This is an optimization exercise on Yosys and OpenROAD, whose aim is small area, a short achievable clock period and few clock cycles per item, not a production implementation.

Setup of the previous run:
==> flow/design.v <==
module Rsa256Core (
	input          i_clk,
	input          i_rst,
	input          i_start,
	input  [255:0] i_a,  
	input  [255:0] i_d,  
	input  [255:0] i_n,
	output [255:0] o_a_pow_d,  
	output         o_finished
);
localparam int W  = 260;    
localparam int NI = 129;    
localparam int J  = 4;      
localparam int RT = W / 2;  
localparam int CL = 132;    
localparam logic [2:0] P_PRE  = 3'd0;
localparam logic [2:0] P_FIX  = 3'd1;
localparam logic [2:0] P_ONE  = 3'd2;
localparam logic [2:0] P_ZERO = 3'd3;
localparam logic [2:0] P_SQ   = 3'd4;
localparam logic [2:0] P_MUL  = 3'd5;
localparam logic [2:0] P_FIN  = 3'd6;
localparam logic [2:0] S_IDLE  = 3'd0;
localparam logic [2:0] S_ACT   = 3'd1;  
localparam logic [2:0] S_CONV  = 3'd2;  
localparam logic [2:0] S_WAIT  = 3'd3;  
localparam logic [2:0] S_CLEAN = 3'd4;  
logic [255:0] Nr;        
logic [15:0]  Dr;        
logic [256:0] A;         
logic [W-1:0] M;         
logic [W-1:0] S, C;      
logic [2:0] st;
logic [2:0] pk;          
logic [7:0] cnt;         
logic [7:0] rc;          
logic [8:0] k;           
logic [7:0] e;           
logic [7:0] cl;          
logic       found, dzero, dvalid;
logic       neg;         
logic       allq;
logic       finish;
logic       clr, mult, x1M, x1A, x2M, x2A, nNeg, one, q1f, q2f;
logic       mq, y10, y11, y20;
assign o_a_pow_d  = M[255:0];
assign o_finished = finish;
logic [W-1:0] Nw, Sg, y1, y2, n1, n2;
logic [W-1:0] aS, aCr, aC, bS, bCr, bC, rS, rC;
logic [W-1:0] cS, cCr, cC, dS, dCr, dC;
logic         q1, q1m, q2;
always_comb begin
	Nw = {{(W-256){1'b0}}, Nr};
	Sg = clr ? '0 : S;
	y1 = ({W{x1M}} & M) | ({W{x1A}} & {{(W-257){1'b0}}, A}) | ({W{nNeg}} & ~Nw)
	   | {{(W-1){1'b0}}, one};
	y2 = ({W{x2M}} & M) | ({W{x2A}} & {{(W-257){1'b0}}, A});
	q1m = (mq & (S[0] ^ C[0])) ^ y10;
	q1  = q1m | q1f;
	q2  = ((mq & (S[1] ^ C[1])) ^ y11 ^ ((mq & S[0] & C[0]) | (mq & (S[0] | C[0]) & y10))
	      ^ (q1m & ~Nr[1]) ^ y20) | q2f;
	n1  = {W{q1}} & Nw;
	n2  = {W{q2}} & Nw;
	aC  = {aCr[W-2:0], aCr[W-1]};
	bC  = {bCr[W-2:0], bCr[W-1]};
	rS  = {bS[0], bS[W-1:1]};
	rC  = {bC[0], bC[W-1:1]};
	cC  = {cCr[W-2:0], cCr[W-1]};
	dC  = {dCr[W-2:0], dCr[W-1]};
end
for (genvar i = 0; i < W; i++) begin : g_csa
	RsaFa fa_a (.a(Sg[i]), .b(C[i]),  .c(y1[i]), .s(aS[i]), .co(aCr[i]));
	RsaFa fa_b (.a(aS[i]), .b(aC[i]), .c(n1[i]), .s(bS[i]), .co(bCr[i]));
	RsaFa fa_c (.a(rS[i]), .b(rC[i]), .c(y2[i]), .s(cS[i]), .co(cCr[i]));
	RsaFa fa_d (.a(cS[i]), .b(cC[i]), .c(n2[i]), .s(dS[i]), .co(dCr[i]));
end
always_ff @(posedge i_clk) begin
	S <= {dS[0], dS[W-1:1]};
	C <= {dC[0], dC[W-1:1]};
end
logic [W-1:0] Srot;
assign Srot = {S[W-1-2*J:0], S[W-1:W-2*J]};
logic Czero, cap;
assign Czero = ~|C;
assign cap   = (st == S_CONV) && (rc == J) && Czero;
logic Dbit;
assign Dbit = Dr[e[7:4]];
always_ff @(posedge i_clk) begin
	for (int j = 0; j < 16; j++) Dr[j] <= i_d[16*j + e[3:0]];
	Nr <= i_n;
end
logic ldA;
assign ldA = cap && (pk == P_PRE || pk == P_FIX);
always_ff @(posedge i_clk) begin
	if (cap) M <= Srot;
	if (st == S_IDLE) A <= {1'b0, i_a};
	else if (ldA) A <= Srot[256:0];
end
logic [2:0] nxt_after_pre;
always_comb begin
	if (dzero)        nxt_after_pre = P_ONE;
	else if (e == 0)  nxt_after_pre = P_FIN;
	else              nxt_after_pre = P_SQ;
end
logic [7:0] ni;
logic [1:0] xnext, mn, an;
assign ni = cnt + 8'd1;
always_comb begin
	if (st == S_ACT) xnext = {M[{ni, 1'b1}], M[{ni, 1'b0}]};
	else if (cap)    xnext = Srot[1:0];
	else             xnext = M[1:0];
	mn = cap ? Srot[1:0] : M[1:0];
	an = ldA ? Srot[1:0] : A[1:0];
end
logic       go;      
logic [2:0] gok;     
logic       gneg;    
always_comb begin
	go = 1'b0; gok = P_PRE; gneg = neg;
	if (st == S_IDLE) begin
		go = i_start && cl == CL; gok = P_PRE; gneg = 1'b0;
	end else if (st == S_CLEAN) begin
		go = cl == CL; gok = P_PRE; gneg = 1'b0;
	end else if (st == S_WAIT) begin
		go = found; gok = nxt_after_pre;
	end else if (cap) begin
		gneg = Srot[W-1];
		go = 1'b1;
		case (pk)
		P_PRE: begin
			if (k != 9'd257)   gok = P_PRE;
			else if (Srot[W-1]) gok = P_FIX;
			else begin go = found; gok = nxt_after_pre; end
		end
		P_FIX: begin go = found; gok = nxt_after_pre; end
		P_SQ: begin
			if (Dbit)         gok = P_MUL;
			else if (e == 0)  gok = P_FIN;
			else              gok = P_SQ;
		end
		P_MUL: gok = (e == 0) ? P_FIN : P_SQ;
		P_FIN: begin go = allq; gok = P_ZERO; end
		default: go = 1'b0;  
		endcase
	end
end
logic       n_mult, n_x1M, n_x1A, n_x2M, n_x2A;
logic       n_yM;    
always_comb begin
	n_mult = 1'b0; n_x1M = 1'b0; n_x1A = 1'b0; n_x2M = 1'b0; n_x2A = 1'b0;
	n_yM = 1'b1;
	if (go && (gok == P_SQ || gok == P_MUL || gok == P_FIN)) begin
		n_mult = 1'b1;
		n_yM = gok != P_MUL;
		if (gok == P_FIN) n_x1M = 1'b1;
		else begin
			n_x1M = xnext[0] & n_yM;
			n_x1A = xnext[0] & !n_yM;
			n_x2M = xnext[1] & n_yM;
			n_x2A = xnext[1] & !n_yM;
		end
	end else if (st == S_ACT && cnt != NI - 1) begin
		n_mult = 1'b1;
		n_yM = pk != P_MUL;
		if (pk != P_FIN) begin
			n_x1M = xnext[0] & n_yM;
			n_x1A = xnext[0] & !n_yM;
			n_x2M = xnext[1] & n_yM;
			n_x2A = xnext[1] & !n_yM;
		end
	end
end
always_ff @(posedge i_clk) begin
	clr <= 1'b0; nNeg <= 1'b0; one <= 1'b0; q1f <= 1'b0; q2f <= 1'b0; x1M <= 1'b0; x2M <= 1'b0;
	finish <= 1'b0;
	mult <= n_mult; x1A <= n_x1A; x2A <= n_x2A;
	if (n_mult) begin x1M <= n_x1M; x2M <= n_x2M; end
	mq  <= n_mult & !go;
	y10 <= (n_x1M & mn[0]) | (n_x1A & an[0]);
	y11 <= (n_x1M & mn[1]) | (n_x1A & an[1]);
	y20 <= (n_x2M & mn[0]) | (n_x2A & an[0]);
	if (cl != CL) cl <= cl + 8'd1;
	if (st != S_IDLE && !found) begin
		if (dvalid) begin
			if (Dbit) found <= 1'b1;
			else if (e == 0) begin found <= 1'b1; dzero <= 1'b1; end
			else begin e <= e - 8'd1; dvalid <= 1'b0; end
		end else dvalid <= 1'b1;
	end
	case (st)
	S_ACT: begin
		if (cnt == NI - 1) begin
			st <= S_CONV; rc <= 8'd0;
		end else begin
			cnt <= cnt + 8'd1;
		end
		if (pk == P_FIN) allq <= allq & q1 & q2;
	end
	S_CONV: begin
		rc <= (rc == RT - 1) ? 8'd0 : rc + 8'd1;
		if (cap) begin
			neg <= Srot[W-1];
			if (pk == P_PRE) k <= k + 9'd1;
			if (!go) begin
				st <= (pk == P_PRE || pk == P_FIX) ? S_WAIT : S_IDLE;
				finish <= !(pk == P_PRE || pk == P_FIX);
			end
		end
	end
	default: ;
	endcase
	if (go) begin
		pk  <= gok;
		clr <= 1'b1;
		if (gok == P_SQ || gok == P_MUL || gok == P_FIN) begin
			st   <= S_ACT;
			cnt  <= 8'd0;
			allq <= 1'b1;
			if (gok == P_SQ) e <= e - 8'd1;
		end else begin
			st <= S_CONV;
			rc <= 8'd0;
			case (gok)
			P_PRE: begin
				if (st == S_IDLE || st == S_CLEAN) x2A <= 1'b1; else x2M <= 1'b1;
				if (gneg) q1f <= 1'b1; else nNeg <= 1'b1;
			end
			P_FIX: begin x1M <= 1'b1; q2f <= 1'b1; end
			P_ONE: one <= 1'b1;
			default: ;
			endcase
		end
	end
	if (st == S_IDLE && i_start) begin
		k <= 9'd0; e <= 8'd255; found <= 1'b0; dzero <= 1'b0; dvalid <= 1'b0; neg <= 1'b0;
		if (cl != CL) st <= S_CLEAN;
	end
	if (i_rst) begin
		st <= S_IDLE;
		finish <= 1'b0;
		cl <= 8'd0;
		clr <= 1'b0; mult <= 1'b0; x1M <= 1'b0; x1A <= 1'b0; x2M <= 1'b0; x2A <= 1'b0;
		nNeg <= 1'b0; one <= 1'b0; q1f <= 1'b0; q2f <= 1'b0;
		mq <= 1'b0; y10 <= 1'b0; y11 <= 1'b0; y20 <= 1'b0;
	end
end
endmodule
module RsaFa (
	input  a,
	input  b,
	input  c,
	output s,
	output co
);
assign s  = a ^ b ^ c;
assign co = (a & b) | (a & c) | (b & c);
endmodule
Settings: LEC_CHECK=0, ABC_CLOCK_PERIOD_IN_PS=3500, CAP_MARGIN=30, CORE_MARGIN=2, CORE_UTILIZATION=35, SETUP_SLACK_MARGIN=0.6, SLEW_MARGIN=20, SYNTH_HIERARCHICAL=1; clock period 14.0 ns.
standard.sh (not shown) runs the stock make flow with config.mk's settings and CLKGATE_MAP_FILE= SYNTH_SCRIPT=/design/flow/synth_recipe.tcl, a recipe that flattens the netlist after the stock synthesis.
==> flow/flow/run.sh <==
#!/bin/bash
# Standard synthesis, then the standard layout steps with timing repair aimed
# at a period of about 14 - SETUP_SLACK_MARGIN ns (the constraints stay those
# of the design) and smaller port buffers.
set -euo pipefail
MARGIN=${MARGIN:-9.8}
bash standard.sh synth > synth.log 2>&1
bash standard.sh SETUP_SLACK_MARGIN=$MARGIN "BUFFER_PORTS_ARGS=-buffer_cell sky130_fd_sc_hd__buf_2" finish > layout.log 2>&1
--- input diff the previous run..the current run ---
-- flow/design.v --
<<< the previous run, line 44
logic       clr, mult, x1M, x1A, x2M, x2A, nNeg, one, q1f, q2f;
logic       mq, y10, y11, y20;
assign o_a_pow_d  = M[255:0];
assign o_finished = finish;
logic [W-1:0] Nw, Sg, y1, y2, n1, n2;
>>> the current run, line 44
logic       clr, mult, x1M, x1A, x2M, x2A, nNeg, one, q1f, q2f;
logic       mq, y10, y11, y20;
assign o_finished = finish;
logic [W-1:0] Nw, Sg, y1, y2, n1, n2;
<<< the previous run, line 84
assign Czero = ~|C;
assign cap   = (st == S_CONV) && (rc == J) && Czero;
logic Dbit;
assign Dbit = Dr[e[7:4]];
>>> the current run, line 83
assign Czero = ~|C;
assign cap   = (st == S_CONV) && (rc == J) && Czero;
logic [W-1:0] Sout;
assign Sout = {S[W-3-2*J:0], S[W-1:W-2-2*J]};
assign o_a_pow_d = Sout[255:0];
logic Dbit;
assign Dbit = Dr[e[7:4]];
### Flow results
Taking the previous run as the reference, in the current run design area flat; multi-input logic area flat; count of clock buffers in the final design down 1; layout overhead on the synthesized area flat.
As far as core utilization is concerned, the previous run and the current run perform about the same.
The current run reports its worst setup path endpoint as S[59]$_DFF_P_ while the previous run reports o_a_pow_d[31].
Comparing the previous run against the current run, there is no change at all in number of remaining DRC errors.
Of the two candidates, the previous run has the better wire length and the current run the worse one.
No functional check of the RTL was part of any run of this note.

-- static timing again, ports no longer ideal --
Ports are ideal in the flow. The routed layouts listed here were re-timed in OpenROAD. Step 1: set_driving_cell puts a clkbuf_16 on i_clk and a buf_2 on each other input, an assumption about the parent block. Step 2 also shifts input and output timing later by t, the mid clock arrival at the registers, as if the neighbouring blocks saw the same clock. Three values: ideal ports, drivers, drivers and shift; two values: the first two.
run | shift t [ns] | setup WS [ns] | pins driven straight from the clock port
the previous run | 0.922 | 9.624 / 9.528 / 8.907 | 1
the current run | 0.917 | 9.746 / 9.689 / 9.145 | 1
After both steps setup and hold are still met in every run listed. For the previous run, which loses most, drivers alone change the setup slack by -0.096 ns; drivers and shift together by -0.717 ns.
